This design comes from an exercise in tuning for small area and a short achievable clock period on the open sky130 flow, not from production work. No run shown here included a check of the RTL's function; only the layout flow was run.

==> flow/config.mk <==
export PLATFORM = sky130hd
export DESIGN_NAME = matrix_mul_sa_pipe
export DESIGN_NICKNAME = matrix_mul_sa_pipe
export VERILOG_FILES = /design/flow/design.v
export SDC_FILE = /design/flow/constraint.sdc
export NUM_CORES = 4
export LEC_CHECK = 0
export CAP_MARGIN = 20
export CORE_MARGIN = 2
export CORE_UTILIZATION = 40
export SLEW_MARGIN = 20
==> flow/constraint.sdc <==
create_clock -name core_clock -period 5.5 [get_ports {clk}]
set_input_delay 1.1000 -clock core_clock [delete_from_list [all_inputs] [get_ports {clk}]]
set_output_delay 1.1000 -clock core_clock [all_outputs]
set_load 0.01 [all_outputs]
==> flow/design.v <==
module pe (
    input                    clk,
    input                    load,
    input                    nload,
    input  signed [7:0]      a,
    input  signed [7:0]      b,
    output reg signed [16:0] acc
);
    wire p2;
    wire p4;
    wire p6;
    wire p8;
    wire p10;
    wire p12;
    wire p14;
    wire p16;
    wire p18;
    wire p20;
    wire p22;
    wire p24;
    wire p26;
    wire p28;
    wire p30;
    wire p32;
    wire p34;
    wire p36;
    wire p38;
    wire p40;
    wire p42;
    wire p44;
    wire p46;
    wire p48;
    wire p50;
    wire p52;
    wire p54;
    wire p56;
    wire p58;
    wire p60;
    wire p62;
    wire p64;
    wire p66;
    wire p68;
    wire p70;
    wire p72;
    wire p74;
    wire p76;
    wire p78;
    wire p80;
    wire p82;
    wire p84;
    wire p86;
    wire p88;
    wire p90;
    wire p92;
    wire p94;
    wire p96;
    wire p98;
    wire p100;
    wire p102;
    wire p104;
    wire p106;
    wire p108;
    wire p110;
    wire p112;
    wire p114;
    wire p116;
    wire p118;
    wire p120;
    wire p122;
    wire p124;
    wire p126;
    wire p128;
    wire s131;
    wire c132;
    wire s135;
    wire c136;
    wire s139;
    wire c140;
    wire s143;
    wire c144;
    wire s147;
    wire c148;
    wire s151;
    wire c152;
    wire s155;
    wire c156;
    wire s159;
    wire c160;
    wire s163;
    wire c164;
    wire s167;
    wire c168;
    wire s171;
    wire c172;
    wire s175;
    wire c176;
    wire s179;
    wire c180;
    wire s183;
    wire c184;
    wire s187;
    wire c188;
    wire s191;
    wire c192;
    wire s195;
    wire c196;
    wire s199;
    wire c200;
    wire s203;
    wire c204;
    wire s207;
    wire c208;
    wire s211;
    wire c212;
    wire s215;
    wire c216;
    wire s219;
    wire c220;
    wire s223;
    wire c224;
    wire s227;
    wire c228;
    wire s231;
    wire c232;
    wire s235;
    wire c236;
    wire s239;
    wire c240;
    wire s243;
    wire c244;
    wire s247;
    wire c248;
    wire s251;
    wire c252;
    wire s255;
    wire c256;
    wire s259;
    wire c260;
    wire s263;
    wire c264;
    wire s267;
    wire c268;
    wire s271;
    wire c272;
    wire s275;
    wire c276;
    wire s279;
    wire c280;
    wire s283;
    wire c284;
    wire s287;
    wire c288;
    wire s291;
    wire c292;
    wire s295;
    wire c296;
    wire b298;
    wire b300;
    wire b302;
    wire b304;
    wire b306;
    wire b308;
    wire b310;
    wire b312;
    wire b314;
    wire b316;
    wire b318;
    wire b320;
    wire b322;
    wire b324;
    wire b326;
    wire b328;
    wire b330;
    wire s333;
    wire c334;
    wire s337;
    wire c338;
    wire s341;
    wire c342;
    wire s345;
    wire c346;
    wire s349;
    wire c350;
    wire s353;
    wire c354;
    wire s357;
    wire c358;
    wire s361;
    wire c362;
    wire s365;
    wire c366;
    wire s369;
    wire c370;
    wire s373;
    wire c374;
    wire s377;
    wire c378;
    wire s381;
    wire c382;
    wire s385;
    wire c386;
    reg q0_0;
    reg q0_1;
    reg q1_1;
    reg q0_2;
    reg q1_2;
    reg q0_3;
    reg q1_3;
    reg q0_4;
    reg q1_4;
    reg q0_5;
    reg q1_5;
    reg q0_6;
    reg q1_6;
    reg q0_7;
    reg q1_7;
    reg q0_8;
    reg q1_8;
    reg q0_9;
    reg q1_9;
    reg q0_10;
    reg q1_10;
    reg q0_11;
    reg q1_11;
    reg q0_12;
    reg q1_12;
    reg q0_13;
    reg q1_13;
    reg q0_14;
    reg q1_14;
    assign p2 = a[0] & b[0];
    assign p4 = a[0] & b[1];
    assign p6 = a[0] & b[2];
    assign p8 = a[0] & b[3];
    assign p10 = a[0] & b[4];
    assign p12 = a[0] & b[5];
    assign p14 = a[0] & b[6];
    assign p16 = ~(a[0] & b[7]);
    assign p18 = a[1] & b[0];
    assign p20 = a[1] & b[1];
    assign p22 = a[1] & b[2];
    assign p24 = a[1] & b[3];
    assign p26 = a[1] & b[4];
    assign p28 = a[1] & b[5];
    assign p30 = a[1] & b[6];
    assign p32 = ~(a[1] & b[7]);
    assign p34 = a[2] & b[0];
    assign p36 = a[2] & b[1];
    assign p38 = a[2] & b[2];
    assign p40 = a[2] & b[3];
    assign p42 = a[2] & b[4];
    assign p44 = a[2] & b[5];
    assign p46 = a[2] & b[6];
    assign p48 = ~(a[2] & b[7]);
    assign p50 = a[3] & b[0];
    assign p52 = a[3] & b[1];
    assign p54 = a[3] & b[2];
    assign p56 = a[3] & b[3];
    assign p58 = a[3] & b[4];
    assign p60 = a[3] & b[5];
    assign p62 = a[3] & b[6];
    assign p64 = ~(a[3] & b[7]);
    assign p66 = a[4] & b[0];
    assign p68 = a[4] & b[1];
    assign p70 = a[4] & b[2];
    assign p72 = a[4] & b[3];
    assign p74 = a[4] & b[4];
    assign p76 = a[4] & b[5];
    assign p78 = a[4] & b[6];
    assign p80 = ~(a[4] & b[7]);
    assign p82 = a[5] & b[0];
    assign p84 = a[5] & b[1];
    assign p86 = a[5] & b[2];
    assign p88 = a[5] & b[3];
    assign p90 = a[5] & b[4];
    assign p92 = a[5] & b[5];
    assign p94 = a[5] & b[6];
    assign p96 = ~(a[5] & b[7]);
    assign p98 = a[6] & b[0];
    assign p100 = a[6] & b[1];
    assign p102 = a[6] & b[2];
    assign p104 = a[6] & b[3];
    assign p106 = a[6] & b[4];
    assign p108 = a[6] & b[5];
    assign p110 = a[6] & b[6];
    assign p112 = ~(a[6] & b[7]);
    assign p114 = ~(a[7] & b[0]);
    assign p116 = ~(a[7] & b[1]);
    assign p118 = ~(a[7] & b[2]);
    assign p120 = ~(a[7] & b[3]);
    assign p122 = ~(a[7] & b[4]);
    assign p124 = ~(a[7] & b[5]);
    assign p126 = ~(a[7] & b[6]);
    assign p128 = a[7] & b[7];
    assign s131 = p14 ^ p28;
    assign c132 = p14 & p28;
    assign s135 = p16 ^ p30 ^ p44;
    assign c136 = (p16 & p30) | (p16 & p44) | (p30 & p44);
    assign s139 = p58 ^ p72;
    assign c140 = p58 & p72;
    assign s143 = p32 ^ p46 ^ p60;
    assign c144 = (p32 & p46) | (p32 & p60) | (p46 & p60);
    assign s147 = p74 ^ p88;
    assign c148 = p74 & p88;
    assign s151 = p48 ^ p62 ^ p76;
    assign c152 = (p48 & p62) | (p48 & p76) | (p62 & p76);
    assign s155 = p10 ^ p24;
    assign c156 = p10 & p24;
    assign s159 = p12 ^ p26 ^ p40;
    assign c160 = (p12 & p26) | (p12 & p40) | (p26 & p40);
    assign s163 = p54 ^ p68;
    assign c164 = p54 & p68;
    assign s167 = p42 ^ p56 ^ p70;
    assign c168 = (p42 & p56) | (p42 & p70) | (p56 & p70);
    assign s171 = p84 ^ p98 ^ s131;
    assign c172 = (p84 & p98) | (p84 & s131) | (p98 & s131);
    assign s175 = p86 ^ p100 ^ p114;
    assign c176 = (p86 & p100) | (p86 & p114) | (p100 & p114);
    assign s179 = s139 ^ c132 ^ s135;
    assign c180 = (s139 & c132) | (s139 & s135) | (c132 & s135);
    assign s183 = p102 ^ p116 ^ s147;
    assign c184 = (p102 & p116) | (p102 & s147) | (p116 & s147);
    assign s187 = c140 ^ s143 ^ c136;
    assign c188 = (c140 & s143) | (c140 & c136) | (s143 & c136);
    assign s191 = p90 ^ p104 ^ p118;
    assign c192 = (p90 & p104) | (p90 & p118) | (p104 & p118);
    assign s195 = c148 ^ s151 ^ c144;
    assign c196 = (c148 & s151) | (c148 & c144) | (s151 & c144);
    assign s199 = p64 ^ p78 ^ p92;
    assign c200 = (p64 & p78) | (p64 & p92) | (p78 & p92);
    assign s203 = p106 ^ p120 ^ c152;
    assign c204 = (p106 & p120) | (p106 & c152) | (p120 & c152);
    assign s207 = p80 ^ p94 ^ p108;
    assign c208 = (p80 & p94) | (p80 & p108) | (p94 & p108);
    assign s211 = p8 ^ p22;
    assign c212 = p8 & p22;
    assign s215 = p38 ^ p52 ^ p66;
    assign c216 = (p38 & p52) | (p38 & p66) | (p52 & p66);
    assign s219 = p82 ^ s163 ^ c156;
    assign c220 = (p82 & s163) | (p82 & c156) | (s163 & c156);
    assign s223 = c164 ^ s167 ^ c160;
    assign c224 = (c164 & s167) | (c164 & c160) | (s167 & c160);
    assign s227 = s175 ^ c168 ^ c172;
    assign c228 = (s175 & c168) | (s175 & c172) | (c168 & c172);
    assign s231 = c176 ^ s183 ^ s187;
    assign c232 = (c176 & s183) | (c176 & s187) | (s183 & s187);
    assign s235 = s191 ^ c184 ^ s195;
    assign c236 = (s191 & c184) | (s191 & s195) | (c184 & s195);
    assign s239 = s199 ^ c192 ^ s203;
    assign c240 = (s199 & c192) | (s199 & s203) | (c192 & s203);
    assign s243 = p122 ^ s207 ^ c200;
    assign c244 = (p122 & s207) | (p122 & c200) | (s207 & c200);
    assign s247 = p96 ^ p110 ^ p124;
    assign c248 = (p96 & p110) | (p96 & p124) | (p110 & p124);
    assign s251 = p6 ^ p20;
    assign c252 = p6 & p20;
    assign s255 = p36 ^ p50 ^ s211;
    assign c256 = (p36 & p50) | (p36 & s211) | (p50 & s211);
    assign s259 = s155 ^ c212 ^ s215;
    assign c260 = (s155 & c212) | (s155 & s215) | (c212 & s215);
    assign s263 = s159 ^ c216 ^ s219;
    assign c264 = (s159 & c216) | (s159 & s219) | (c216 & s219);
    assign s267 = s171 ^ c220 ^ s223;
    assign c268 = (s171 & c220) | (s171 & s223) | (c220 & s223);
    assign s271 = s179 ^ c224 ^ s227;
    assign c272 = (s179 & c224) | (s179 & s227) | (c224 & s227);
    assign s275 = c180 ^ c228 ^ s231;
    assign c276 = (c180 & c228) | (c180 & s231) | (c228 & s231);
    assign s279 = c188 ^ s235 ^ c232;
    assign c280 = (c188 & s235) | (c188 & c232) | (s235 & c232);
    assign s283 = c196 ^ s239 ^ c236;
    assign c284 = (c196 & s239) | (c196 & c236) | (s239 & c236);
    assign s287 = c204 ^ s243 ^ c240;
    assign c288 = (c204 & s243) | (c204 & c240) | (s243 & c240);
    assign s291 = c208 ^ s247 ^ c244;
    assign c292 = (c208 & s247) | (c208 & c244) | (s247 & c244);
    assign s295 = p112 ^ p126 ^ c248;
    assign c296 = (p112 & p126) | (p112 & c248) | (p126 & c248);
    assign b298 = acc[0] & nload;
    assign b300 = acc[1] & nload;
    assign b302 = acc[2] & nload;
    assign b304 = acc[3] & nload;
    assign b306 = acc[4] & nload;
    assign b308 = acc[5] & nload;
    assign b310 = acc[6] & nload;
    assign b312 = acc[7] & nload;
    assign b314 = acc[8] | load;
    assign b316 = acc[9] | load;
    assign b318 = acc[10] & nload;
    assign b320 = acc[11] & nload;
    assign b322 = acc[12] & nload;
    assign b324 = acc[13] & nload;
    assign b326 = acc[14] & nload;
    assign b328 = acc[15] | load;
    assign b330 = acc[16] & nload;
    assign s333 = (~q0_1) ^ (~q1_1);
    assign c334 = (~q0_1) & (~q1_1);
    assign s337 = (~q0_2) ^ (~q1_2) ^ b302;
    assign c338 = ((~q0_2) & (~q1_2)) | ((~q0_2) & b302) | ((~q1_2) & b302);
    assign s341 = (~q0_3) ^ (~q1_3) ^ b304;
    assign c342 = ((~q0_3) & (~q1_3)) | ((~q0_3) & b304) | ((~q1_3) & b304);
    assign s345 = (~q0_4) ^ (~q1_4) ^ b306;
    assign c346 = ((~q0_4) & (~q1_4)) | ((~q0_4) & b306) | ((~q1_4) & b306);
    assign s349 = (~q0_5) ^ (~q1_5) ^ b308;
    assign c350 = ((~q0_5) & (~q1_5)) | ((~q0_5) & b308) | ((~q1_5) & b308);
    assign s353 = (~q0_6) ^ (~q1_6) ^ b310;
    assign c354 = ((~q0_6) & (~q1_6)) | ((~q0_6) & b310) | ((~q1_6) & b310);
    assign s357 = (~q0_7) ^ (~q1_7) ^ b312;
    assign c358 = ((~q0_7) & (~q1_7)) | ((~q0_7) & b312) | ((~q1_7) & b312);
    assign s361 = (~q0_8) ^ (~q1_8) ^ b314;
    assign c362 = ((~q0_8) & (~q1_8)) | ((~q0_8) & b314) | ((~q1_8) & b314);
    assign s365 = (~q0_9) ^ (~q1_9) ^ b316;
    assign c366 = ((~q0_9) & (~q1_9)) | ((~q0_9) & b316) | ((~q1_9) & b316);
    assign s369 = (~q0_10) ^ (~q1_10) ^ b318;
    assign c370 = ((~q0_10) & (~q1_10)) | ((~q0_10) & b318) | ((~q1_10) & b318);
    assign s373 = (~q0_11) ^ (~q1_11) ^ b320;
    assign c374 = ((~q0_11) & (~q1_11)) | ((~q0_11) & b320) | ((~q1_11) & b320);
    assign s377 = (~q0_12) ^ (~q1_12) ^ b322;
    assign c378 = ((~q0_12) & (~q1_12)) | ((~q0_12) & b322) | ((~q1_12) & b322);
    assign s381 = (~q0_13) ^ (~q1_13) ^ b324;
    assign c382 = ((~q0_13) & (~q1_13)) | ((~q0_13) & b324) | ((~q1_13) & b324);
    assign s385 = (~q0_14) ^ (~q1_14) ^ b326;
    assign c386 = ((~q0_14) & (~q1_14)) | ((~q0_14) & b326) | ((~q1_14) & b326);
    always @(posedge clk) begin
        q0_0 <= ~p2;
        q0_1 <= ~p4;
        q1_1 <= ~p18;
        q0_2 <= ~p34;
        q1_2 <= ~s251;
        q0_3 <= ~s255;
        q1_3 <= ~c252;
        q0_4 <= ~s259;
        q1_4 <= ~c256;
        q0_5 <= ~s263;
        q1_5 <= ~c260;
        q0_6 <= ~s267;
        q1_6 <= ~c264;
        q0_7 <= ~s271;
        q1_7 <= ~c268;
        q0_8 <= ~s275;
        q1_8 <= ~c272;
        q0_9 <= ~s279;
        q1_9 <= ~c276;
        q0_10 <= ~s283;
        q1_10 <= ~c280;
        q0_11 <= ~s287;
        q1_11 <= ~c284;
        q0_12 <= ~s291;
        q1_12 <= ~c288;
        q0_13 <= ~s295;
        q1_13 <= ~c292;
        q0_14 <= ~p128;
        q1_14 <= ~c296;
    end
    wire [16:0] r0 = {b330, b328, s385, s381, s377, s373, s369, s365, s361, s357, s353, s349, s345, s341, s337, b300, (~q0_0)};
    wire [16:0] r1 = {1'b0, c386, c382, c378, c374, c370, c366, c362, c358, c354, c350, c346, c342, c338, c334, s333, b298};
    always @(posedge clk)
        acc <= r0 + r1;
endmodule
module matrix_mul_sa_pipe #(
    parameter DW = 8
)(
    input                    clk,
    input                    rst_n,
    input                    start,
    input  signed [DW-1:0]   x_1, x_2, x_3, y_1, y_2, y_3,
    output                   p11_v, p1221_v, p132231_v, p3223_v, p33_v,
    output signed [2*DW:0]   p_1_1, p_1_2, p_1_3, p_2_1, p_2_2, p_2_3, p_3_1, p_3_2, p_3_3
);
    reg [1:0] ph;
    reg       run;
    reg       v0, v1, v2;
    always @(posedge clk or negedge rst_n) begin
        if (!rst_n) begin
            ph  <= 2'd0;
            run <= 1'b0;
            v0  <= 1'b0;
            v1  <= 1'b0;
            v2  <= 1'b0;
        end else begin
            ph  <= ph + {1'b0, start};
            run <= run | (start & (ph == 2'd3));
            v0  <= start & run & (ph == 2'd0);
            v1  <= start & run & (ph == 2'd1);
            v2  <= start & run & (ph == 2'd2);
        end
    end
    assign p11_v     = v0;
    assign p1221_v   = v1;
    assign p132231_v = v2;
    assign p3223_v   = v2;
    assign p33_v     = v2;
    reg signed [DW-1:0] x1d1, x1d2, x1d3, x2d1, x2d2, x3d1;
    reg signed [DW-1:0] y1d1, y1d2, y1d3, y2d1, y2d2, y3d1;
    always @(posedge clk) begin
        x1d1 <= x_1; x1d2 <= x1d1; x1d3 <= x1d2;
        x2d1 <= x_2; x2d2 <= x2d1;
        x3d1 <= x_3;
        y1d1 <= y_1; y1d2 <= y1d1; y1d3 <= y1d2;
        y2d1 <= y_2; y2d2 <= y2d1;
        y3d1 <= y_3;
    end
    wire [1:0] ph_nx = ph + {1'b0, start};
    reg ld1, ld2, ld3, nld1, nld2, nld3;
    always @(posedge clk) begin
        ld1  <= (ph_nx == 2'd2);
        ld2  <= (ph_nx == 2'd3);
        ld3  <= (ph_nx == 2'd0);
        nld1 <= (ph_nx != 2'd2);
        nld2 <= (ph_nx != 2'd3);
        nld3 <= (ph_nx != 2'd0);
    end
    pe pe_11 (.clk(clk), .load(ld1), .nload(nld1), .a(x1d1), .b(y1d1), .acc(p_1_1));
    pe pe_12 (.clk(clk), .load(ld2), .nload(nld2), .a(x1d2), .b(y2d1), .acc(p_1_2));
    pe pe_13 (.clk(clk), .load(ld3), .nload(nld3), .a(x1d3), .b(y3d1), .acc(p_1_3));
    pe pe_21 (.clk(clk), .load(ld2), .nload(nld2), .a(x2d1), .b(y1d2), .acc(p_2_1));
    pe pe_22 (.clk(clk), .load(ld3), .nload(nld3), .a(x2d2), .b(y2d2), .acc(p_2_2));
    pe pe_23 (.clk(clk), .load(ld3), .nload(nld3), .a(x2d2), .b(y3d1), .acc(p_2_3));
    pe pe_31 (.clk(clk), .load(ld3), .nload(nld3), .a(x3d1), .b(y1d3), .acc(p_3_1));
    pe pe_32 (.clk(clk), .load(ld3), .nload(nld3), .a(x3d1), .b(y2d2), .acc(p_3_2));
    pe pe_33 (.clk(clk), .load(ld3), .nload(nld3), .a(x3d1), .b(y3d1), .acc(p_3_3));
endmodule
==> flow/flow/run.sh <==
#!/bin/bash
# Layout flow: the standard synthesis, then the synthesized netlist is
# replaced by the gate-level netlist that flow/gen.py builds for the same RTL
# (same registers, names and cell types, taken from the standard synthesis),
# then the standard flow from floorplan to finish. Port buffers use
# buf_1. Falls back to the standard flow if the netlist cannot be built.
set -u
R=orfs/results/sky130hd/matrix_mul_sa_pipe/base
export BUFFER_PORTS_ARGS="-buffer_cell sky130_fd_sc_hd__buf_1"
if bash standard.sh synth > synth.log 2>&1 \
   && cp $R/1_2_yosys.v std_synth.v \
   && python3 flow/gen.py net std_synth.v gen_netlist.v > gen.log 2>&1; then
    cp gen_netlist.v $R/1_2_yosys.v
    rm -f $R/1_synth.odb $R/1_synth.sdc
    echo "using generated netlist" > flow_choice.log
else
    echo "generated netlist failed; standard flow" > flow_choice.log
fi
bash standard.sh > layout.log 2>&1
==> flow/flow/gen.py <==
#!/usr/bin/env python3
"""Generator for the 3x3 streaming matrix multiplier.

  python3 gen.py rtl OUTDIR            write OUTDIR/pe.v and OUTDIR/matrix_mul_sa_pipe.v
  python3 gen.py net STD.v OUT.v       write a gate-level sky130hd netlist of the same
                                       design to OUT.v, taking register instance names
                                       and cell types from the standard synthesis STD.v

The RTL and the netlist come from one description, so they match at every
register: the netlist only chooses cells and signal polarities.

Each PE(i,j) is a two-stage multiply-accumulate unit. Stage 1 forms the
Baugh-Wooley partial products of a*b and reduces them with a Dadda tree of
full/half adders to T1 rows, which are registered (some bits inverted).
Stage 2 adds those rows to base = load ? 3K : acc, with K the Baugh-Wooley
constant, so three products after a load acc holds their exact sum.
"""
import re
import sys

W = 17                      # accumulator width
T1 = 2                      # rows left after stage 1
PREFIX = "ks"                # carry-propagate adder: "ks" Kogge-Stone, "sk" Sklansky
K = (1 << 16) + (1 << 15) + (1 << 8)
K3 = (3 * K) % (1 << W)

# rough delays (ns) used only to order adder inputs
D_FA, D_HA, D_INV, D_G = 0.42, 0.25, 0.05, 0.12


# ----------------------------------------------------------------------------
# logical signals carry an RTL expression name and, in the netlist, a literal
# (net, pol): the net holds the value when pol == 0 and its complement when 1.
class Sig:
    def __init__(self, rtl, net, pol, t):
        self.rtl, self.net, self.pol, self.t = rtl, net, pol, t


class Builder:
    def __init__(self, prefix):
        self.prefix = prefix
        self.rtl = []          # RTL assigns
        self.rtl_wires = []
        self.cells = []        # (type, {pin: net})
        self.nets = []
        self.n = 0
        self.invs = {}

    def wire(self, kind):
        self.n += 1
        return f"{kind}{self.n}"

    def net(self):
        self.n += 1
        name = f"{self.prefix}n{self.n}"
        self.nets.append(name)
        return name

    def cell(self, typ, **pins):
        self.cells.append((typ, pins))

    def lit(self, s, pol):
        """net carrying s's value xor pol"""
        if s.pol == pol:
            return s.net
        if s.net not in self.invs:
            y = self.net()
            self.cell("inv_1", A=s.net, Y=y)
            self.invs[s.net] = y
        return self.invs[s.net]

    def rtl_assign(self, expr, kind="w"):
        name = self.wire(kind)
        self.rtl_wires.append(name)
        self.rtl.append(f"    assign {name} = {expr};")
        return name

    # --- adders on logical signals
    def fa(self, x, y, z):
        pols = [x.pol, y.pol, z.pol]
        p = 1 if sum(pols) >= 2 else 0
        t = max(s.t + (D_INV if s.pol != p else 0) for s in (x, y, z))
        a, b, c = (self.lit(s, p) for s in (x, y, z))
        so, co = self.net(), self.net()
        self.cell("fa_1", A=a, B=b, CIN=c, SUM=so, COUT=co)
        rs = self.rtl_assign(f"{x.rtl} ^ {y.rtl} ^ {z.rtl}", "s")
        rc = self.rtl_assign(f"({x.rtl} & {y.rtl}) | ({x.rtl} & {z.rtl}) | ({y.rtl} & {z.rtl})", "c")
        return Sig(rs, so, p, t + D_FA), Sig(rc, co, p, t + D_FA)

    def ha(self, x, y):
        t = max(x.t, y.t)
        so, co = self.net(), self.net()
        if x.pol == 0 and y.pol == 0:
            self.cell("ha_1", A=x.net, B=y.net, SUM=so, COUT=co)
            t += D_HA
        elif x.pol == 1 and y.pol == 1:
            self.cell("xnor2_1", A=x.net, B=y.net, Y=so)       # ~(~x ^ ~y) = ~(x ^ y)
            self.cell("or2_1", A=x.net, B=y.net, X=co)         # ~x | ~y = ~(x & y)
            t += D_G + 0.05
            rs = self.rtl_assign(f"{x.rtl} ^ {y.rtl}", "s")
            rc = self.rtl_assign(f"{x.rtl} & {y.rtl}", "c")
            return Sig(rs, so, 1, t), Sig(rc, co, 1, t)
        else:
            if x.pol == 1:
                x, y = y, x                                     # x true, y inverted
            self.cell("xnor2_1", A=x.net, B=y.net, Y=so)       # ~(x ^ ~y) = x ^ y
            self.cell("nor2b_1", A=y.net, B_N=x.net, Y=co)     # ~(~y) & x = x & y
            t += D_G + 0.05
        rs = self.rtl_assign(f"{x.rtl} ^ {y.rtl}", "s")
        rc = self.rtl_assign(f"{x.rtl} & {y.rtl}", "c")
        return Sig(rs, so, 0, t), Sig(rc, co, 0, t)

    def reduce(self, cols, final):
        """Dadda reduction of columns of Sig to at most `final` bits each."""
        ncol = len(cols)
        d = [2]
        while d[-1] < max(len(x) for x in cols):
            d.append(d[-1] * 3 // 2)
        targets = [t for t in reversed(d[:-1]) if t >= final]
        for target in targets:
            new_cols = [[] for _ in range(ncol)]
            carries = [[] for _ in range(ncol + 1)]
            for c in range(ncol):
                bits = sorted(cols[c], key=lambda s: s.t)
                h = len(bits) + len(carries[c])
                out = []
                while h > target:
                    if h - target >= 2 and len(bits) >= 3:
                        # earliest bit plus the two next best matching its polarity
                        first = bits[0]
                        rest = bits[1:]
                        rest.sort(key=lambda s: (s.t + (D_INV if s.pol != first.pol else 0)))
                        grp = [first] + rest[:2]
                        for g in grp:
                            bits.remove(g)
                        s, cy = self.fa(*grp)
                        h -= 2
                    elif len(bits) >= 2:
                        s, cy = self.ha(bits.pop(0), bits.pop(0))
                        h -= 1
                    else:
                        break
                    out.append(s)
                    if c + 1 < ncol:
                        carries[c + 1].append(cy)
                new_cols[c] = bits + out + carries[c]
            cols = new_cols
        return cols


# ----------------------------------------------------------------------------
def build_pe(prefix, a_nets, b_nets, ld_net, nld_net, acc_nets, regnames):
    """Build one PE. Returns (builder, rtl_regs, q_info, acc_d_nets).

    a_nets/b_nets: nets of operand bits (true polarity); acc_nets: Q nets of
    the accumulator flip-flops; regnames: callable giving register nets."""
    B = Builder(prefix)
    # stage 1: partial products, nand2 gives a&b inverted or ~(a&b) true
    cols = [[] for _ in range(W)]
    for i in range(8):
        for j in range(8):
            y = B.net()
            if (i == 7) != (j == 7):
                B.cell("and2_1", A=a_nets[i], B=b_nets[j], X=y)
                r = B.rtl_assign(f"~(a[{i}] & b[{j}])", "p")
            else:
                B.cell("nand2_1", A=a_nets[i], B=b_nets[j], Y=y)
                r = B.rtl_assign(f"a[{i}] & b[{j}]", "p")
            cols[i + j].append(Sig(r, y, 1, D_G))
    cols = B.reduce(cols, T1)
    # registered rows: register q{k}_{c} holds the row bit, inverted when its
    # literal is inverted (so the flip-flop needs no inverter)
    qregs = []       # (regname, rtl expr for D, d_net, pol)
    qsigs = [[] for _ in range(W)]
    for c in range(W):
        assert len(cols[c]) <= T1
        for k, s in enumerate(cols[c]):
            name = f"q{k}_{c}"
            expr = f"~{s.rtl}" if s.pol else s.rtl
            qnet = regnames(name)
            qregs.append((name, expr, s.net))
            qsigs[c].append(Sig(f"({'~' if s.pol else ''}{name})", qnet, s.pol, 0.0))
    # stage 2: base, nand2/nor2 give base inverted
    cols2 = [[] for _ in range(W)]
    for c in range(W):
        y = B.net()
        if (K3 >> c) & 1:
            B.cell("nor2_1", A=acc_nets[c], B=ld_net, Y=y)
            r = B.rtl_assign(f"acc[{c}] | load", "b")
        else:
            B.cell("nand2_1", A=acc_nets[c], B=nld_net, Y=y)
            r = B.rtl_assign(f"acc[{c}] & nload", "b")
        cols2[c].append(Sig(r, y, 1, D_G + 0.1))
        cols2[c].extend(qsigs[c])
    cols2 = B.reduce(cols2, 2)
    # carry-propagate adder: Sklansky prefix with polarity tracking
    g, p, h = [], [], []
    for c in range(W):
        bits = cols2[c]
        if len(bits) == 2:
            u, v = bits
            gn, hn = B.net(), B.net()
            if u.pol == 0 and v.pol == 0:
                B.cell("nand2_1", A=u.net, B=v.net, Y=gn)
                gs = Sig(None, gn, 1, 0)
                B.cell("xor2_1", A=u.net, B=v.net, X=hn)
                hs = Sig(None, hn, 0, 0)
            elif u.pol == 1 and v.pol == 1:
                B.cell("nor2_1", A=u.net, B=v.net, Y=gn)
                gs = Sig(None, gn, 0, 0)
                B.cell("xor2_1", A=u.net, B=v.net, X=hn)
                hs = Sig(None, hn, 0, 0)
            else:
                if u.pol == 1:
                    u, v = v, u
                B.cell("nor2b_1", A=v.net, B_N=u.net, Y=gn)
                gs = Sig(None, gn, 0, 0)
                B.cell("xnor2_1", A=u.net, B=v.net, Y=hn)
                hs = Sig(None, hn, 0, 0)
            g.append(gs)
            p.append(hs)
            h.append(hs)
        elif len(bits) == 1:
            g.append(None)
            p.append(bits[0])
            h.append(bits[0])
        else:
            g.append(None)
            p.append(None)
            h.append(None)
    # rtl for stage 2 result rows
    r0 = [cols2[c][0].rtl if len(cols2[c]) > 0 else "1'b0" for c in range(W)]
    r1 = [cols2[c][1].rtl if len(cols2[c]) > 1 else "1'b0" for c in range(W)]

    def combine(hi, lo):
        """(G,P) of hi range combined with lower range lo; None means 0 for G."""
        Gh, Ph = hi
        Gl, Pl = lo
        if Gl is None:
            G = Gh
        elif Ph is None:
            G = Gh
        elif Gh is None:
            # G = Ph & Gl
            G = and_sig(B, Ph, Gl)
        else:
            G = aoi_sig(B, Gh, Ph, Gl)
        if Ph is None or Pl is None:
            P = None
        else:
            P = and_sig(B, Ph, Pl)
        return (G, P)

    # prefix over bits 0..W-2 (carries into bits 1..W-1)
    n = W - 1
    node = [(g[i], p[i]) for i in range(n)]
    lvl = 1
    while lvl < n:
        new = list(node)
        for i in range(n):
            if PREFIX == "sk" and (i // lvl) % 2 == 1:
                new[i] = combine(node[i], node[(i // lvl) * lvl - 1])
            elif PREFIX == "ks" and i >= lvl:
                new[i] = combine(node[i], node[i - lvl])
        node = new
        lvl *= 2
    carry = [None] + [node[i][0] for i in range(n)]
    acc_d = []
    for c in range(W):
        y = B.net()
        hs, cs = h[c], carry[c]
        if hs is None and cs is None:
            raise RuntimeError("constant sum bit")
        if cs is None:
            if hs.pol == 0:
                acc_d.append(hs.net)
                continue
            B.cell("inv_1", A=hs.net, Y=y)
        elif hs is None:
            if cs.pol == 0:
                acc_d.append(cs.net)
                continue
            B.cell("inv_1", A=cs.net, Y=y)
        elif hs.pol == cs.pol:
            B.cell("xor2_1", A=hs.net, B=cs.net, X=y)
        else:
            B.cell("xnor2_1", A=hs.net, B=cs.net, Y=y)
        acc_d.append(y)
    return B, qregs, r0, r1, acc_d


def and_sig(B, x, y):
    """x & y with polarity tracking."""
    o = B.net()
    if x.pol == 0 and y.pol == 0:
        B.cell("nand2_1", A=x.net, B=y.net, Y=o)
        return Sig(None, o, 1, 0)
    if x.pol == 1 and y.pol == 1:
        B.cell("nor2_1", A=x.net, B=y.net, Y=o)
        return Sig(None, o, 0, 0)
    if x.pol == 1:
        x, y = y, x
    # x true, y inverted: x & ~ny
    B.cell("nor2b_1", A=y.net, B_N=x.net, Y=o)
    return Sig(None, o, 0, 0)


def aoi_sig(B, gh, ph, gl):
    """gh | (ph & gl) with polarity tracking."""
    o = B.net()
    pols = [gh.pol, ph.pol, gl.pol]
    pol = 1 if sum(pols) >= 2 else 0
    a1, a2, b1 = B.lit(ph, pol), B.lit(gl, pol), B.lit(gh, pol)
    if pol == 0:
        B.cell("a21oi_1", A1=a1, A2=a2, B1=b1, Y=o)
        return Sig(None, o, 1, 0)
    # inputs inverted: ~G = ngh & (nph | ngl) -> G = o21ai
    B.cell("o21ai_1", A1=a1, A2=a2, B1=b1, Y=o)
    return Sig(None, o, 0, 0)


# ----------------------------------------------------------------------------
PES = [  # name, a operand reg, b operand reg, load group
    ("pe_11", "x1d1", "y1d1", 1),
    ("pe_12", "x1d2", "y2d1", 2),
    ("pe_13", "x1d3", "y3d1", 3),
    ("pe_21", "x2d1", "y1d2", 2),
    ("pe_22", "x2d2", "y2d2", 3),
    ("pe_23", "x2d2", "y3d1", 3),
    ("pe_31", "x3d1", "y1d3", 3),
    ("pe_32", "x3d1", "y2d2", 3),
    ("pe_33", "x3d1", "y3d1", 3),
]
OPREGS = [("x1d1", "x_1"), ("x1d2", "x1d1"), ("x1d3", "x1d2"),
          ("x2d1", "x_2"), ("x2d2", "x2d1"), ("x3d1", "x_3"),
          ("y1d1", "y_1"), ("y1d2", "y1d1"), ("y1d3", "y1d2"),
          ("y2d1", "y_2"), ("y2d2", "y2d1"), ("y3d1", "y_3")]


def pe_template():
    """Build the PE once with placeholder nets to get its RTL."""
    a = [f"a[{i}]" for i in range(8)]
    b = [f"b[{i}]" for i in range(8)]
    acc = [f"acc[{i}]" for i in range(W)]
    return build_pe("t_", a, b, "load", "nload", acc, lambda q: q)


def write_rtl(outdir):
    B, qregs, r0, r1, _ = pe_template()
    o = []
    o.append("// Generated by gen/gen.py (see gen/README.md): two-stage signed 8x8")
    o.append("// multiply-accumulate unit. Stage 1 reduces the Baugh-Wooley partial products")
    o.append(f"// of a*b with a Dadda tree to {T1} rows and registers them (bits marked ~ are")
    o.append("// stored inverted). Stage 2 adds the rows to base = load ? 3K : acc, where")
    o.append("// K = 2^16 + 2^15 + 2^8 is the Baugh-Wooley constant left out of stage 1, so")
    o.append("// three products after a load acc holds their exact sum (mod 2^17).")
    o.append("// nload must be ~load.")
    o.append("module pe (")
    o.append("    input                    clk,")
    o.append("    input                    load,")
    o.append("    input                    nload,")
    o.append("    input  signed [7:0]      a,")
    o.append("    input  signed [7:0]      b,")
    o.append("    output reg signed [16:0] acc")
    o.append(");")
    for w in B.rtl_wires:
        o.append(f"    wire {w};")
    for name, _, _ in qregs:
        o.append(f"    reg {name};")
    o.extend(B.rtl)
    o.append("    always @(posedge clk) begin")
    for name, expr, _ in qregs:
        o.append(f"        {name} <= {expr};")
    o.append("    end")
    o.append("    wire [16:0] r0 = {" + ", ".join(reversed(r0)) + "};")
    o.append("    wire [16:0] r1 = {" + ", ".join(reversed(r1)) + "};")
    o.append("    always @(posedge clk)")
    o.append("        acc <= r0 + r1;")
    o.append("endmodule")
    open(f"{outdir}/pe.v", "w").write("\n".join(o) + "\n")
    open(f"{outdir}/matrix_mul_sa_pipe.v", "w").write(TOP_RTL)


TOP_RTL = """// 3x3 matrix multiplier on a skewed stream, one matrix pair every 4 cycles.
module matrix_mul_sa_pipe #(
    parameter DW = 8
)(
    input                    clk,
    input                    rst_n,
    input                    start,
    input  signed [DW-1:0]   x_1, x_2, x_3, y_1, y_2, y_3,
    output                   p11_v, p1221_v, p132231_v, p3223_v, p33_v,
    output signed [2*DW:0]   p_1_1, p_1_2, p_1_3, p_2_1, p_2_2, p_2_3, p_3_1, p_3_2, p_3_3
);
    // window phase: ph = cycle mod 4 once start is high; run set from cycle 4;
    // results of window n are valid in cycles 4n+5, 4n+6, 4n+7
    reg [1:0] ph;
    reg       run;
    reg       v0, v1, v2;
    always @(posedge clk or negedge rst_n) begin
        if (!rst_n) begin
            ph  <= 2'd0;
            run <= 1'b0;
            v0  <= 1'b0;
            v1  <= 1'b0;
            v2  <= 1'b0;
        end else begin
            ph  <= ph + {1'b0, start};
            run <= run | (start & (ph == 2'd3));
            v0  <= start & run & (ph == 2'd0);
            v1  <= start & run & (ph == 2'd1);
            v2  <= start & run & (ph == 2'd2);
        end
    end
    assign p11_v     = v0;
    assign p1221_v   = v1;
    assign p132231_v = v2;
    assign p3223_v   = v2;
    assign p33_v     = v2;

    // operand delay lines (no reset: only values from the current stream are used)
    reg signed [DW-1:0] x1d1, x1d2, x1d3, x2d1, x2d2, x3d1;
    reg signed [DW-1:0] y1d1, y1d2, y1d3, y2d1, y2d2, y3d1;
    always @(posedge clk) begin
        x1d1 <= x_1; x1d2 <= x1d1; x1d3 <= x1d2;
        x2d1 <= x_2; x2d2 <= x2d1;
        x3d1 <= x_3;
        y1d1 <= y_1; y1d2 <= y1d1; y1d3 <= y1d2;
        y2d1 <= y_2; y2d2 <= y2d1;
        y3d1 <= y_3;
    end

    // PE(i,j) accumulates from phase max(i,j) + 1 on; load strobes (and their
    // complements) are registered from the next phase
    wire [1:0] ph_nx = ph + {1'b0, start};
    reg ld1, ld2, ld3, nld1, nld2, nld3;
    always @(posedge clk) begin
        ld1  <= (ph_nx == 2'd2);
        ld2  <= (ph_nx == 2'd3);
        ld3  <= (ph_nx == 2'd0);
        nld1 <= (ph_nx != 2'd2);
        nld2 <= (ph_nx != 2'd3);
        nld3 <= (ph_nx != 2'd0);
    end

    pe pe_11 (.clk(clk), .load(ld1), .nload(nld1), .a(x1d1), .b(y1d1), .acc(p_1_1));
    pe pe_12 (.clk(clk), .load(ld2), .nload(nld2), .a(x1d2), .b(y2d1), .acc(p_1_2));
    pe pe_13 (.clk(clk), .load(ld3), .nload(nld3), .a(x1d3), .b(y3d1), .acc(p_1_3));
    pe pe_21 (.clk(clk), .load(ld2), .nload(nld2), .a(x2d1), .b(y1d2), .acc(p_2_1));
    pe pe_22 (.clk(clk), .load(ld3), .nload(nld3), .a(x2d2), .b(y2d2), .acc(p_2_2));
    pe pe_23 (.clk(clk), .load(ld3), .nload(nld3), .a(x2d2), .b(y3d1), .acc(p_2_3));
    pe pe_31 (.clk(clk), .load(ld3), .nload(nld3), .a(x3d1), .b(y1d3), .acc(p_3_1));
    pe pe_32 (.clk(clk), .load(ld3), .nload(nld3), .a(x3d1), .b(y2d2), .acc(p_3_2));
    pe pe_33 (.clk(clk), .load(ld3), .nload(nld3), .a(x3d1), .b(y3d1), .acc(p_3_3));
endmodule
"""


# ----------------------------------------------------------------------------
def esc(name):
    return "\\" + name + " "


def write_net(std_path, out_path):
    # registers of the standard synthesis: base name -> (instance name, cell)
    std = {}
    for m in re.finditer(r"(sky130_fd_sc_hd__d\w+)\s+\\(\S+)\s*\(", open(std_path).read()):
        cell, inst = m.group(1), m.group(2)
        base = inst.split("$")[0]
        std[base] = (inst, cell)
    cells = []       # (type, inst, pins)
    nets = set()
    regs_used = {}

    def reg(base, d, q, reset=False):
        if base not in std:
            raise RuntimeError(f"register {base} not in standard synthesis")
        inst, cell = std[base]
        want = "dfrtp" if reset else "dfxtp"
        if not cell.startswith(f"sky130_fd_sc_hd__{want}"):
            raise RuntimeError(f"register {base} is {cell}, expected {want}")
        pins = {"CLK": "clk", "D": d, "Q": q}
        if reset:
            pins["RESET_B"] = "rst_n"
        cells.append((cell[len("sky130_fd_sc_hd__"):], esc(inst), pins))
        regs_used[base] = True

    cnt = [0]

    def gate(typ, **pins):
        cnt[0] += 1
        cells.append((typ, f"_g{cnt[0]}_", pins))

    def net(name):
        nets.add(name)
        return name

    # operand registers
    opq = {}
    for r, src in OPREGS:
        opq[r] = [net(f"{r}_q{i}") for i in range(8)]
    for r, src in OPREGS:
        for i in range(8):
            d = f"{src}[{i}]" if src.startswith(("x_", "y_")) else opq[src][i]
            reg(f"{r}[{i}]", d, opq[r][i])
    # control
    ph = [net("ph_q0"), net("ph_q1")]
    run, v0, v1 = net("run_q"), "p11_v", "p1221_v"
    v2 = "p132231_v"
    phd = [net("ph_d0"), net("ph_d1")]
    t0 = net("ph_t")
    gate("xor2_1", A="ph_q0", B="start", X=phd[0])
    gate("and2_1", A="ph_q0", B="start", X=t0)
    gate("xor2_1", A="ph_q1", B=t0, X=phd[1])
    reg("ph[0]", phd[0], ph[0], True)
    reg("ph[1]", phd[1], ph[1], True)
    rund = net("run_d")
    gate("a31o_1", A1="start", A2=ph[0], A3=ph[1], B1=run, X=rund)
    reg("run", rund, run, True)
    for v, vd, g in ((v0, "v0_d", None), (v1, "v1_d", None), (v2, "v2_d", None)):
        net(vd)
    gate("and4bb_1", A_N=ph[0], B_N=ph[1], C="start", D=run, X="v0_d")
    gate("and4b_1", A_N=ph[1], B=ph[0], C="start", D=run, X="v1_d")
    gate("and4b_1", A_N=ph[0], B=ph[1], C="start", D=run, X="v2_d")
    reg("v0", "v0_d", v0, True)
    reg("v1", "v1_d", v1, True)
    reg("v2", "v2_d", v2, True)
    gate("buf_1", A=v2, X="p3223_v")
    gate("buf_1", A=v2, X="p33_v")
    ld = {k: net(f"ld{k}_q") for k in (1, 2, 3)}
    nld = {k: net(f"nld{k}_q") for k in (1, 2, 3)}
    for k in (1, 2, 3):
        net(f"ld{k}_d")
        net(f"nld{k}_d")
    gate("nor2b_1", A=phd[0], B_N=phd[1], Y="ld1_d")       # ph_nx == 2
    gate("nand2b_1", A_N=phd[0], B=phd[1], Y="nld1_d")
    gate("and2_1", A=phd[0], B=phd[1], X="ld2_d")          # ph_nx == 3
    gate("nand2_1", A=phd[0], B=phd[1], Y="nld2_d")
    gate("nor2_1", A=phd[0], B=phd[1], Y="ld3_d")          # ph_nx == 0
    gate("or2_1", A=phd[0], B=phd[1], X="nld3_d")
    for k in (1, 2, 3):
        reg(f"ld{k}", f"ld{k}_d", ld[k])
        reg(f"nld{k}", f"nld{k}_d", nld[k])
    # PEs
    outname = {"pe_11": "p_1_1", "pe_12": "p_1_2", "pe_13": "p_1_3",
               "pe_21": "p_2_1", "pe_22": "p_2_2", "pe_23": "p_2_3",
               "pe_31": "p_3_1", "pe_32": "p_3_2", "pe_33": "p_3_3"}
    for name, ra, rb, grp in PES:
        acc = [f"{outname[name]}[{c}]" for c in range(W)]
        qnets = {}

        def regnames(q, name=name, qnets=qnets):
            qnets[q] = net(f"{name}_{q}")
            return qnets[q]
        B, qregs, _, _, acc_d = build_pe(f"{name}_", opq[ra], opq[rb], ld[grp], nld[grp], acc, regnames)
        for n_ in B.nets:
            nets.add(n_)
        for typ, pins in B.cells:
            cnt[0] += 1
            cells.append((typ, f"_g{cnt[0]}_", pins))
        for q, expr, dnet in qregs:
            reg(f"{name}.{q}", dnet, qnets[q])
        for c in range(W):
            reg(f"{name}.acc[{c}]", acc_d[c], acc[c])
    missing = set(std) - set(regs_used)
    if missing:
        raise RuntimeError(f"standard registers not built: {sorted(missing)[:5]}")
    # write
    o = []
    ports = ["clk", "rst_n", "start", "x_1", "x_2", "x_3", "y_1", "y_2", "y_3",
             "p11_v", "p1221_v", "p132231_v", "p3223_v", "p33_v"] + \
            [f"p_{i}_{j}" for i in (1, 2, 3) for j in (1, 2, 3)]
    o.append("module matrix_mul_sa_pipe(" + ", ".join(ports) + ");")
    for p_ in ("clk", "rst_n", "start"):
        o.append(f"  input {p_};")
    for p_ in ("x_1", "x_2", "x_3", "y_1", "y_2", "y_3"):
        o.append(f"  input [7:0] {p_};")
    for p_ in ("p11_v", "p1221_v", "p132231_v", "p3223_v", "p33_v"):
        o.append(f"  output {p_};")
    for i in (1, 2, 3):
        for j in (1, 2, 3):
            o.append(f"  output [16:0] p_{i}_{j};")
    for n_ in sorted(nets):
        o.append(f"  wire {n_};")
    for typ, inst, pins in cells:
        conns = ", ".join(f".{k}({v})" for k, v in pins.items())
        o.append(f"  sky130_fd_sc_hd__{typ} {inst}({conns});")
    o.append("endmodule")
    open(out_path, "w").write("\n".join(o) + "\n")
    from collections import Counter
    cc = Counter(t for t, _, _ in cells)
    sys.stderr.write("cells: " + ", ".join(f"{k} {v}" for k, v in sorted(cc.items())) + "\n")


if __name__ == "__main__":
    if sys.argv[1] == "rtl":
        write_rtl(sys.argv[2])
    elif sys.argv[1] == "net":
        write_net(sys.argv[2], sys.argv[3])
==> flow/standard.sh <==
#!/bin/bash
# synth_recipe.tcl (not shown) runs the flow's synth.tcl, then flattens the netlist and writes it again
# the make line also repeats each setting of config.mk as NAME=value (left out here)
make -C /OpenROAD-flow-scripts/flow DESIGN_CONFIG=/design/flow/config.mk WORK_HOME=/design/flow/orfs CLKGATE_MAP_FILE= SYNTH_SCRIPT=/design/flow/synth_recipe.tcl "${@:-finish}"
==> results_dict.tcl, run 1 <==
set metrics [dict create \
    end_kind "flip-flop" \
    grt_pass1_vias 23000 \
    die_w_um 277 \
    die-area_um2 77000 \
    overflow 0 \
    r2r_start "y3d1[5]" \
    clk_latency_ps 650 \
    track_usage 0.202 \
    max_freq_ghz 0.302 \
    syn_to_final_growth_pct 14.2 \
    dr.pass1.iters 5 \
    start_util 0.403 \
    coreArea_um2 74200 \
    worstMarginPinSlew_ps 1110 \
    drt_wl_total_mm 76.5 \
    skew_ps 27.1 \
    placed_area_um2 32100 \
    finalMaxSlewViolations 0 \
    finalInstanceArea_um2 34200 \
    path_clk_slew_ps 60 \
    drt_iter0_markers 1188 \
    critical_path_required_ps 6020 \
    fin_setup_tns_ps 0 \
    hold_class "in -> async" \
    hold_buffers 0 \
    setup_viol 0 \
    layout.nets 3829 \
    critPathLaunch "y3d1[5]" \
    num_rows 100 \
    drc 0 \
    grt_max_degree 33 \
    maxSlewHeadroom 0.256 \
    grt_first_pass_wirelength_mm 123 \
    ys_warn_count 2 \
    cts_setup_buffers 0 \
    pin_count 209 \
    antenna_found_initial 2 \
    via_count 21600 \
    htreeDepth 2 \
    dp_hpwl_mm 59.2 \
    crit_fanout 24 \
    hold_viol 0 \
    cp-endpoint "pe_33.q0_9" \
    cap_violations 0 \
    ctsResizeCount 0 \
    fin_crit_ps 3310 \
    fin_crit_sh 0.602 \
    viasPerCell 4.96 \
    fp.dieH_um 277 \
    rsz0062_at_grt "no" \
    syn_inst 3057 \
    wl_per_cell_um 17.5 \
    crit_type "reg -> reg" \
    io_buffers 208 \
    r2r_end "pe_33.q0_9" \
    cts_tree "done" \
    r2r_slack_ps 2190 \
    ff2ff_path_depth 5 \
    numCtsBuffers 60 \
    status "complete, no violations" \
    cts.path.max_buffers 3 \
    syn_nets 3540 \
    worstPathArrival_ps 3830 \
    critPathLaunchType "flip-flop" \
    gp_congestion 0.903 \
    drive_gt1_frac 0.0371 \
    syn_area_um2 29900 \
    syn_area_per_cell_um2 9.79 \
    ant_nets 0 \
    clock_sinks 522 \
    cts_root_buf "clkbuf_16" \
]
[worst max-delay path, cell delays in order (launching register included)]
cell and delay (ps):
dfxtp_1 1050, nand2_1 170, fa_1 490, fa_1 550, fa_1 440, fa_1 470
[routing by layer]
layer / vias to the layer above / track usage / wire length [um]
met3: 125 / 0.0442 / 5100
li1: 10300 / - / -
met5: - / 0 / 0
met4: 0 / 0.0644 / 2340
met2: 572 / 0.335 / 36000
met1: 10600 / 0.263 / 33100
[state kept, by name (all words and copies together) (netlist names), 2 cells and up]
name	flops
y1d3	8
y1d1	8
pe_11.acc	17
y1d2	8
pe_33.acc	17
pe_22.acc	17
x3d1	8
ph	2
x1d2	8
x1d3	8
pe_13.acc	17
y2d2	8
pe_12.acc	17
y3d1	8
pe_21.acc	17
pe_23.acc	17
y2d1	8
x2d2	8
pe_31.acc	17
x2d1	8
x1d1	8
pe_32.acc	17
[cell usage in the layout (no fill, tap or decap), types with 36 or more instances in the layout]
cell and n:
inv_1 36, xnor2_1 126, o21ai_1 198, clkbuf_16 60
xor2_1 236, dfxtp_1 515, a21oi_1 243, nand2_1 775
fa_1 432, buf_1 208, nor2_1 280, or2_1 73
and2_1 128
[through the flow]
stage,std cells,util,setup slack (ps),hold WS (ps)
4_1_cts,4364,0.460,2180,300
2_1_floorplan,3057,-,2100,393
3_5_place_dp,4253,0.432,2200,440
6_report,4367,0.460,2190,331
5_1_grt,4366,0.460,2020,324
3_3_place_gp,4253,0.432,2250,436
[final cells by class]
cell class,instances,area (um2)
clock buffers,79,1690
fillers,7193,40000
inverters,36,135
multi-input cells,2497,19300
well taps,969,1210
clock inverters,32,394
repair buffers,229,938
diodes,3,7.51
flip-flops and latches,522,10500
[worst min path at each step]
stage          slack, ps  depth (start not counted)           end       start
2_1_floorplan        390                          0       y1d2[7]     y1d1[7]
3_3_place_gp         440                          1  pe_23.acc[0]  pe_23.q0_0
3_5_place_dp         440                          1    pe_32.q0_0     x3d1[0]
4_1_cts              300                          1            v1       rst_n
5_1_grt              320                          1           run       rst_n
6_report             330                          1            v1       rst_n
==> run 2, diff against run 1 <==
--- a/flow/config.mk
+++ b/flow/config.mk
@@ -9,3 +9,5 @@
 export CORE_MARGIN = 2
 export CORE_UTILIZATION = 40
+export SETUP_SLACK_MARGIN = 2.9
 export SLEW_MARGIN = 20
+export TNS_END_PERCENT = 100
==> run 2 against run 1 <==
Compared with the run above:
- flip-flop and latch count unchanged
- synthesized cell count is the same
- cell count up 3.6%
- register-to-register slack improved by 530 ps
- clock skew up 8.2 ps
- global-route usage up 1.5 points
- synthesized area stayed put
- sequential share of layout area down 2.2 points
- via count is 4.7% higher
- still clean
==> results_dict.tcl, run 2 <==
set metrics [dict create \
    skew_ps 35.3 \
    rsz0062_at_grt "yes" \
    ant_nets 0 \
    die_w_um 277 \
    r2r_start "x3d1[2]" \
    hold_buffers 0 \
    drive_gt1_frac 0.183 \
    via_count 22700 \
    cts_tree "done" \
    cap_violations 0 \
    cts.path.max_buffers 3 \
    setup_ws_ps 2720 \
    finalMaxSlewViolations 0 \
    crit_family "adder cells" \
    clk_latency_ps 660 \
    r2r_slack_ps 2720 \
    layout.nets 3986 \
    pre_cts_ws_ps 2430 \
    wl_per_cell_um 19.1 \
    grt_pass1_vias 23300 \
    crit_fanout 4 \
    pin_count 209 \
    r2r_end "pe_32.q0_8" \
    fin_crit_ps 2780 \
    status "complete, no violations" \
    setup_viol 0 \
    end_kind "flip-flop" \
    syn_area_per_cell_um2 9.79 \
    dr.pass1.iters 5 \
    layout_commonest_cell "nand2_1" \
    gp_congestion 0.911 \
    antenna_found_initial 3 \
    syn_inst 3057 \
    fp.dieH_um 277 \
    cp_common_cell "fa_2" \
    path_clk_slew_ps 60 \
    crit_type "reg -> reg" \
    overflow 0 \
    numCtsBuffers 61 \
    drt_iter0_markers 1394 \
    worstMarginPinSlew_ps 661 \
    final_cell_mix "740 x nand2_1, 450 x dfxtp_1, 391 x fa_1" \
    critical_path_required_ps 6030 \
    coreArea_um2 74200 \
    slowest_stage "fa_2" \
    viasPerCell 5.01 \
    whs_ps 325 \
    cp_slowest_stage_delay_ps 550 \
    critPathLaunchType "flip-flop" \
    maxSlewHeadroom 0.560 \
    dp_hpwl_mm 58.9 \
    grt_max_degree 47 \
    syn_to_final_growth_pct 25.1 \
    worstPathArrival_ps 3310 \
    io_buffers 208 \
    worst-path-buf-inv 1 \
    clock_sinks 522 \
    die-area_um2 77000 \
    max_freq_ghz 0.360 \
    cts_root_buf "clkbuf_16" \
    fin_util 0.505 \
    start_util 0.403 \
    fin_setup_tns_ps 0 \
    fin_crit_sh 0.506 \
    antenna_cells 0 \
    htreeDepth 2 \
    ys_warn_count 2 \
    syn_nets 3540 \
    num_rows 100 \
    fillers 6843 \
    track_usage 0.217 \
    drt_wl_total_mm 86.5 \
    ff2ff_path_depth 6 \
    path_cells "buf_8, nand2_1, fa_2, fa_1, fa_2, fa_2" \
    hold_class "in -> async" \
    drc 0 \
    syn_area_um2 29900 \
    hold_viol 0 \
    grt_first_pass_wirelength_mm 130 \
]
[run 2: cell types whose count changed in the layout (fill, tap and decap cells not counted), moves of 41 or more]
cell     before  now
o21ai_1     198  148
fa_1        432  391
dfxtp_1     515  450
xor2_2        0   80
fa_2          0   41
buf_4        21  133
a21oi_1     243  200
o21ai_2       0   47
dfxtp_4       1   46
xor2_1      236  148
[run 2: metrics by stage]
stage          instance area [um2]  std cells
2_1_floorplan                29900       3057
3_3_place_gp                 32100       4247
3_5_place_dp                 32100       4247
4_1_cts                      35500       4435
5_1_grt                      37400       4523
6_report                     37400       4523
[run 2: cell type report]
type | instances | area [um2] | share of cell area
sequential | 522 | 10700 | 0.285
tap | 969 | 1210 | 0.0324
timing repair buffer | 385 | 2470 | 0.0661
clock inverter | 29 | 432 | 0.0115
inverter | 36 | 135 | 0.00361
multi-input combinational | 2497 | 20800 | 0.555
clock buffer | 85 | 1720 | 0.0459
[run 2: repair_timing]
| action | 4_1_cts | 5_1_grt |
|---|---|---|
| buffers inserted | 74 | 84 |
| gates resized for setup | 165 | 295 |
| gates cloned | 0 | 4 |
| endpoints found under the setup margin | 199 | 129 |
| pin swaps | 38 | 108 |
[run 2: layer usage]
metal  track usage  wire length (um)
met3        0.0440              5940
met4        0.0573              2280
met1         0.294             37300
met2         0.355             41000
met5             0                13
[run 2: worst max-delay path by stage]
stage | cells after the start | from | to
3_5_place_dp | 9 | nld3 | pe_22.acc[16]
2_1_floorplan | 5 | y2d2[7] | pe_22.q0_9
4_1_cts | 6 | y3d1[7] | pe_33.q0_8
3_3_place_gp | 9 | nld3 | pe_22.acc[16]
6_report | 6 | x3d1[2] | pe_32.q0_8
5_1_grt | 6 | x3d1[2] | pe_32.q0_8
==> run 3, diff against run 2 <==
--- a/flow/config.mk
+++ b/flow/config.mk
@@ -9,5 +9,5 @@
 export CORE_MARGIN = 2
 export CORE_UTILIZATION = 40
-export SETUP_SLACK_MARGIN = 2.9
+export CTS_BUF_LIST = sky130_fd_sc_hd__clkbuf_4 sky130_fd_sc_hd__clkbuf_8
+export CTS_CLUSTER_SIZE = 20
 export SLEW_MARGIN = 20
-export TNS_END_PERCENT = 100
==> run 3 against run 2 <==
Compared with the run above:
- first-iteration DRC count down 10%
- die area unchanged
- flip-flop and latch count did not move
- cell count shrank 2.0%
- utilization decreased by 4.4 points
- fmax is 17% lower
- largest cell class unchanged
==> results_dict.tcl, run 3 <==
set metrics [dict create \
    crit_type "reg -> reg" \
    hold_buffers 0 \
    track_usage 0.204 \
    fin_crit_ps 3340 \
    ctsResizeCount 0 \
    r2r_start "y3d1[6]" \
    drt_wl_total_mm 77.2 \
    whs_ps 272 \
    clock_sinks 522 \
    start_util 0.403 \
    drt_iter0_markers 1250 \
    cts.path.max_buffers 3 \
    htreeDepth 3 \
    ant_nets 0 \
    fin_setup_tns_ps 0 \
    grt_max_degree 33 \
    syn_area_per_cell_um2 9.79 \
    grt_pass1_vias 23300 \
    fin_crit_sh 0.608 \
    setup_viol 0 \
    critical_path_required_ps 6080 \
    skew_ps 54.7 \
    layout_commonest_cell "nand2_1" \
    worstPathArrival_ps 3920 \
    gp_congestion 0.903 \
    max_freq_ghz 0.299 \
    syn_to_final_growth_pct 14.2 \
    antenna_found_initial 3 \
    end_kind "flip-flop" \
    numCtsBuffers 95 \
    cap_violations 0 \
    wl_per_cell_um 17.4 \
    grt_first_pass_wirelength_mm 124 \
    die-area_um2 77000 \
    io_buffers 208 \
    crit_fanout 24 \
    ff2ff_path_depth 5 \
    pin_count 209 \
    coreArea_um2 74200 \
    cts_setup_buffers 0 \
    path_clk_slew_ps 60 \
    drive_gt1_frac 0.0567 \
    critPathLaunchType "flip-flop" \
    die_w_um 277 \
    status "complete, no violations" \
    layout.nets 3864 \
    drc 0 \
    dr.pass1.iters 5 \
    multi_input_area_um2 19300 \
    clk_latency_ps 720 \
    syn_inst 3057 \
    syn_nets 3540 \
    cts_root_buf "clkbuf_8" \
    final_cell_mix "775 x nand2_1, 515 x dfxtp_1, 432 x fa_1" \
    hold_class "in -> async" \
    fp.dieH_um 277 \
    cts_tree "done" \
    via_count 21900 \
    r2r_slack_ps 2160 \
    seqCellArea_um2 10500 \
    dp_hpwl_mm 59.2 \
    rsz0062_at_grt "no" \
    fillers 7222 \
    ys_warn_count 2 \
    worstMarginPinSlew_ps 1140 \
    syn_area_um2 29900 \
    overflow 0 \
    num_rows 100 \
    hold_viol 0 \
    finalMaxSlewViolations 0 \
    viasPerCell 4.93 \
    r2r_end "pe_33.q0_9" \
    maxSlewHeadroom 0.239 \
]
## run 3: layout make-up
cell class,count,area share
inverters,36,0.00395
repair buffers,229,0.0275
clock buffers,141,0.0517
diodes,4,0.000293
well taps,969,0.0355
multi-input cells,2497,0.565
clock inverters,33,0.00981
flip-flops and latches,522,0.307
## run 3: layer usage
layer / global-route usage / vias up / wire [um]
met5: 0 / - / 13
met4: 0.0640 / 2 / 1750
met3: 0.0480 / 100 / 4970
met2: 0.339 / 566 / 36700
met1: 0.264 / 10800 / 33800
li1: - / 10400 / -
## run 3: worst max-delay path: stages (launching register included)
cell and delay [ps]:
dfxtp_1 1020, nand2_1 180, fa_1 520, fa_1 550
fa_1 440, fa_1 480
## run 3: through the flow
stage / setup WS [ps] / cell area, um2 / instances / utilization
floorplan: 2100 / 29900 / 3057 / -
finish: 2160 / 34200 / 4431 / 0.461
CTS: 2170 / 34200 / 4427 / 0.461
detailed placement: 2200 / 32100 / 4253 / 0.432
global placement: 2250 / 32100 / 4253 / 0.432
global route: 1990 / 34200 / 4429 / 0.461
## run 3: worst max-delay path by stage
stage / from / end / cells after the start
6_report: y3d1[6] / pe_33.q0_9 / 5
5_1_grt: y3d1[6] / pe_33.q0_9 / 5
4_1_cts: y3d1[6] / pe_33.q0_9 / 5
3_5_place_dp: y3d1[6] / pe_33.q0_9 / 5
3_3_place_gp: y3d1[6] / pe_33.q0_9 / 5
2_1_floorplan: nld3 / pe_13.acc[15] / 8

-- afterwards: timing with drivers on the ports --
The flow's constraints put no driver on any port. The routed layouts listed below were extracted and timed again, unchanged, in two steps.
Step 1, drivers: a clkbuf_16 drives clk and a buf_2 each remaining input, both assumed.
Step 2 adds t to the input delays and takes it off the output delays; t is the mean of the earliest and latest rising clock arrival at the registers after step 1. Input paths then give back, and output paths get back, about the clock's delay inside the block.
Three values: no drivers, after step 1, after step 2; two values: the first two.
| run | t, ns | setup slack, ns | worst slew at a driven data input, ns | pins driven straight from the clock port |
|---|---|---|---|---|
| run 1 | 0.703 | 2.188 / 2.188 / 2.188 | 0.10 | 1 |
| run 2 | 0.705 | 2.719 / 2.719 / 2.719 | 0.07 | 1 |
| run 3 | 0.760 | 2.157 / 2.157 / 2.157 | 0.11 | 1 |
After both steps every run listed still meets setup and hold.
